From an optimization exercise on the open Yosys and OpenROAD flow, aimed at small area and a short achievable clock period; shortcuts taken in it are not production practice.
Power is estimated from default activity; no workload was simulated.

==> inputs of raven <==
## QE_M
module QE_M (clk, reset, in_a, in_b, in_c, in_x, mode, valid_in, last_input, valid_out, result);
input wire clk, reset, mode;
input wire [7:0] in_a;
input wire [7:0] in_b;
input wire [7:0] in_c;
input wire [7:0] in_x;
input wire valid_in, last_input;
output reg valid_out;
output wire [15:0] result;
reg T1a14, T1a13, T1b13, T1a12, T1b12, T1c12, T1d12, T1a11, T1b11, T1c11, T1d11, T1a10, T1b10, T1c10, T1d10, T1a9, T1b9, T1c9, T1d9, T1a8, T1b8, T1c8, T1d8, T1a7, T1b7, T1c7, T1d7, T1a6, T1b6, T1c6, T1d6, T1a5, T1b5, T1c5, T1d5, T1a4, T1b4, T1c4, T1d4, T1a3, T1b3, T1c3, T1d3, T1a2, T1b2, T1c2, T1d2, T1a1, T1b1, T1c1, T1a0, T1b0;
reg [7:0]  X1, C1;
reg        m1, f1;
reg [15:0] R;
reg [3:0]  bo, bt, bn;   
reg        x7;
reg [7:0]  C2;
reg        keep2;
  ...
clock: 6.5 ns
lec_check: 0
cap_margin: 20
core_margin: 2
core_utilization: 40
setup_slack_margin: 4
slew_margin: 20
synth_hierarchical: 1
standard.sh (not shown) runs the stock make flow with config.mk's settings and CLKGATE_MAP_FILE= SYNTH_SCRIPT=/design/flow/synth_recipe.tcl, a recipe that flattens the netlist after the stock synthesis.
==> flow/flow/run.sh <==
#!/bin/bash
# The standard layout, with buf_2 cells as the port buffers.
bash standard.sh "BUFFER_PORTS_ARGS=-buffer_cell sky130_fd_sc_hd__buf_2" finish > standard.log 2>&1
==> inputs of juniper, as changes to raven <==
--- a/flow/design.v
+++ b/flow/design.v
@@ -106,64 +106,39 @@
 wire ta_1, ta_2, ta_3, ta_4, ta_5, ta_6, ta_7, ta_8;
 wire ta_9, ta_10, ta_11, ta_12, ta_13, ta_14, ta_15, ta_16;
 wire ta_17, ta_18, ta_19, ta_20, ta_21, ta_22, ta_23, ta_24;
 wire ta_25, ta_26, ta_27, ta_28, ta_29, ta_30, ta_31, ta_32;
 wire ta_33, ta_34, ta_35, ta_36, ta_37, ta_38, ta_39, ta_40;
 wire ta_41, ta_42, ta_43, ta_44, ta_45, ta_46, ta_47, ta_48;
 wire ta_49, ta_50;
-assign ta_1 = pa_0_5 ^ pa_1_4;
-assign ta_2 = pa_0_5 & pa_1_4;
-qe_fs ta_fs0 (.a(pa_0_6), .b(pa_1_5), .c(pa_2_4), .s(ta_3));
-qe_fc ta_fc0 (.a(pa_0_6), .b(pa_1_5), .c(pa_2_4), .co(ta_4));
-assign ta_5 = pa_3_3 ^ pa_4_2;
-assign ta_6 = pa_3_3 & pa_4_2;
-qe_fs ta_fs1 (.a(pa_0_7), .b(pa_1_6), .c(pa_2_5), .s(ta_7));
-qe_fc ta_fc1 (.a(pa_0_7), .b(pa_1_6), .c(pa_2_5), .co(ta_8));
-qe_fs ta_fs2 (.a(pa_3_4), .b(pa_4_3), .c(pa_5_2), .s(ta_9));
-qe_fc ta_fc2 (.a(pa_3_4), .b(pa_4_3), .c(pa_5_2), .co(ta_10));
-assign ta_11 = pa_6_1 ^ pa_7_0;
-assign ta_12 = pa_6_1 & pa_7_0;
-qe_fs ta_fs3 (.a(pa_1_7), .b(pa_2_6), .c(pa_3_5), .s(ta_13));
-qe_fc ta_fc3 (.a(pa_1_7), .b(pa_2_6), .c(pa_3_5), .co(ta_14));
-qe_fs ta_fs4 (.a(pa_4_4), .b(pa_5_3), .c(pa_6_2), .s(ta_15));
-qe_fc ta_fc4 (.a(pa_4_4), .b(pa_5_3), .c(pa_6_2), .co(ta_16));
-qe_fs ta_fs5 (.a(pa_2_7), .b(pa_3_6), .c(pa_4_5), .s(ta_17));
-qe_fc ta_fc5 (.a(pa_2_7), .b(pa_3_6), .c(pa_4_5), .co(ta_18));
-assign ta_19 = pa_0_3 ^ pa_1_2;
-assign ta_20 = pa_0_3 & pa_1_2;
-qe_fs ta_fs6 (.a(pa_0_4), .b(pa_1_3), .c(pa_2_2), .s(ta_21));
-qe_fc ta_fc6 (.a(pa_0_4), .b(pa_1_3), .c(pa_2_2), .co(ta_22));
-assign ta_23 = pa_3_1 ^ pa_4_0;
-assign ta_24 = pa_3_1 & pa_4_0;
-qe_fs ta_fs7 (.a(pa_2_3), .b(pa_3_2), .c(pa_4_1), .s(ta_25));
-qe_fc ta_fc7 (.a(pa_2_3), .b(pa_3_2), .c(pa_4_1), .co(ta_26));
-qe_fs ta_fs8 (.a(pa_5_0), .b(bg[5]), .c(ta_1), .s(ta_27));
-qe_fc ta_fc8 (.a(pa_5_0), .b(bg[5]), .c(ta_1), .co(ta_28));
-qe_fs ta_fs9 (.a(pa_5_1), .b(pa_6_0), .c(bg[6]), .s(ta_29));
-qe_fc ta_fc9 (.a(pa_5_1), .b(pa_6_0), .c(bg[6]), .co(ta_30));
-qe_fs ta_fs10 (.a(ta_2), .b(ta_5), .c(ta_3), .s(ta_31));
-qe_fc ta_fc10 (.a(ta_2), .b(ta_5), .c(ta_3), .co(ta_32));
-qe_fs ta_fs11 (.a(bg[7]), .b(ta_6), .c(ta_11), .s(ta_33));
-qe_fc ta_fc11 (.a(bg[7]), .b(ta_6), .c(ta_11), .co(ta_34));
-qe_fs ta_fs12 (.a(ta_4), .b(ta_7), .c(ta_9), .s(ta_35));
-qe_fc ta_fc12 (.a(ta_4), .b(ta_7), .c(ta_9), .co(ta_36));
-qe_fs ta_fs13 (.a(pa_7_1), .b(ta_12), .c(ta_8), .s(ta_37));
-qe_fc ta_fc13 (.a(pa_7_1), .b(ta_12), .c(ta_8), .co(ta_38));
-qe_fs ta_fs14 (.a(ta_10), .b(ta_13), .c(ta_15), .s(ta_39));
-qe_fc ta_fc14 (.a(ta_10), .b(ta_13), .c(ta_15), .co(ta_40));
-qe_fs ta_fs15 (.a(pa_5_4), .b(pa_6_3), .c(pa_7_2), .s(ta_41));
-qe_fc ta_fc15 (.a(pa_5_4), .b(pa_6_3), .c(pa_7_2), .co(ta_42));
-qe_fs ta_fs16 (.a(ta_14), .b(ta_16), .c(ta_17), .s(ta_43));
-qe_fc ta_fc16 (.a(ta_14), .b(ta_16), .c(ta_17), .co(ta_44));
-qe_fs ta_fs17 (.a(pa_3_7), .b(pa_4_6), .c(pa_5_5), .s(ta_45));
-qe_fc ta_fc17 (.a(pa_3_7), .b(pa_4_6), .c(pa_5_5), .co(ta_46));
-qe_fs ta_fs18 (.a(pa_6_4), .b(pa_7_3), .c(ta_18), .s(ta_47));
-qe_fc ta_fc18 (.a(pa_6_4), .b(pa_7_3), .c(ta_18), .co(ta_48));
-qe_fs ta_fs19 (.a(pa_4_7), .b(pa_5_6), .c(pa_6_5), .s(ta_49));
-qe_fc ta_fc19 (.a(pa_4_7), .b(pa_5_6), .c(pa_6_5), .co(ta_50));
+qe_ha ta_ha0 (.a(pa_0_5), .b(pa_1_4), .s(ta_1), .co(ta_2));
+qe_fa ta_fa0 (.a(pa_0_6), .b(pa_1_5), .c(pa_2_4), .s(ta_3), .co(ta_4));
+qe_ha ta_ha1 (.a(pa_3_3), .b(pa_4_2), .s(ta_5), .co(ta_6));
+qe_fa ta_fa1 (.a(pa_0_7), .b(pa_1_6), .c(pa_2_5), .s(ta_7), .co(ta_8));
+qe_fa ta_fa2 (.a(pa_3_4), .b(pa_4_3), .c(pa_5_2), .s(ta_9), .co(ta_10));
+qe_ha ta_ha2 (.a(pa_6_1), .b(pa_7_0), .s(ta_11), .co(ta_12));
+qe_fa ta_fa3 (.a(pa_1_7), .b(pa_2_6), .c(pa_3_5), .s(ta_13), .co(ta_14));
+qe_fa ta_fa4 (.a(pa_4_4), .b(pa_5_3), .c(pa_6_2), .s(ta_15), .co(ta_16));
+qe_fa ta_fa5 (.a(pa_2_7), .b(pa_3_6), .c(pa_4_5), .s(ta_17), .co(ta_18));
+qe_ha ta_ha3 (.a(pa_0_3), .b(pa_1_2), .s(ta_19), .co(ta_20));
+qe_fa ta_fa6 (.a(pa_0_4), .b(pa_1_3), .c(pa_2_2), .s(ta_21), .co(ta_22));
+qe_ha ta_ha4 (.a(pa_3_1), .b(pa_4_0), .s(ta_23), .co(ta_24));
+qe_fa ta_fa7 (.a(pa_2_3), .b(pa_3_2), .c(pa_4_1), .s(ta_25), .co(ta_26));
+qe_fa ta_fa8 (.a(pa_5_0), .b(bg[5]), .c(ta_1), .s(ta_27), .co(ta_28));
+qe_fa ta_fa9 (.a(pa_5_1), .b(pa_6_0), .c(bg[6]), .s(ta_29), .co(ta_30));
+qe_fa ta_fa10 (.a(ta_2), .b(ta_5), .c(ta_3), .s(ta_31), .co(ta_32));
+qe_fa ta_fa11 (.a(bg[7]), .b(ta_6), .c(ta_11), .s(ta_33), .co(ta_34));
+qe_fa ta_fa12 (.a(ta_4), .b(ta_7), .c(ta_9), .s(ta_35), .co(ta_36));
+qe_fa ta_fa13 (.a(pa_7_1), .b(ta_12), .c(ta_8), .s(ta_37), .co(ta_38));
+qe_fa ta_fa14 (.a(ta_10), .b(ta_13), .c(ta_15), .s(ta_39), .co(ta_40));
+qe_fa ta_fa15 (.a(pa_5_4), .b(pa_6_3), .c(pa_7_2), .s(ta_41), .co(ta_42));
+qe_fa ta_fa16 (.a(ta_14), .b(ta_16), .c(ta_17), .s(ta_43), .co(ta_44));
+qe_fa ta_fa17 (.a(pa_3_7), .b(pa_4_6), .c(pa_5_5), .s(ta_45), .co(ta_46));
+qe_fa ta_fa18 (.a(pa_6_4), .b(pa_7_3), .c(ta_18), .s(ta_47), .co(ta_48));
+qe_fa ta_fa19 (.a(pa_4_7), .b(pa_5_6), .c(pa_6_5), .s(ta_49), .co(ta_50));
 wire [7:0] xm = {X1[6:0], 1'b0};   
 integer i;
 wire tb_1, tb_2, tb_3, tb_4, tb_5, tb_6, tb_7, tb_8;
 wire tb_9, tb_10, tb_11, tb_12, tb_13, tb_14, tb_15, tb_16;
 wire tb_17, tb_18, tb_19, tb_20, tb_21, tb_22, tb_23, tb_24;
 wire tb_25, tb_26, tb_27, tb_28, tb_29, tb_30, tb_31, tb_32;
 wire tb_33, tb_34, tb_35, tb_36, tb_37, tb_38, tb_39, tb_40;
==> comparison <==
- In raven the register-to-register slack is better than in juniper, by 20 ps.
- In critical path depth, juniper and raven do not differ.
- Between raven and juniper, the lower sequential share of layout area is in raven (gap 1.7 points).
- In clock power, juniper and raven hardly differ.
No run of this note included a check of the RTL's function; only the layout flow was run.

## what the ideal ports hide
How much do the figures lean on ideal ports? The routed layouts below were timed once more, with nothing changed but the port constraints. Step 1, drivers: a clkbuf_16 drives clk and a buf_2 each remaining input, both assumed. Step 2, shift: input delay + t, output delay - t, t = (earliest + latest rising clock arrival at the registers) / 2. This alone moves slack from input paths to output paths. Slacks: ideal ports / drivers / drivers and shift; pairs: ideal ports / drivers.
run | t (ns) | setup WS [ns] | slew at the worst register clock pin (ns) | pins driven straight from the clock port
raven | 0.471 | 4.011 / 4.011 / 3.877 | 0.08 / 0.08 | 1
juniper | 0.473 | 3.995 / 3.995 / 3.725 | 0.07 / 0.07 | 1
After both steps every run listed still meets setup and hold. For juniper, which loses most, drivers alone change the setup slack by 0.000 ns; drivers and shift together by -0.270 ns.
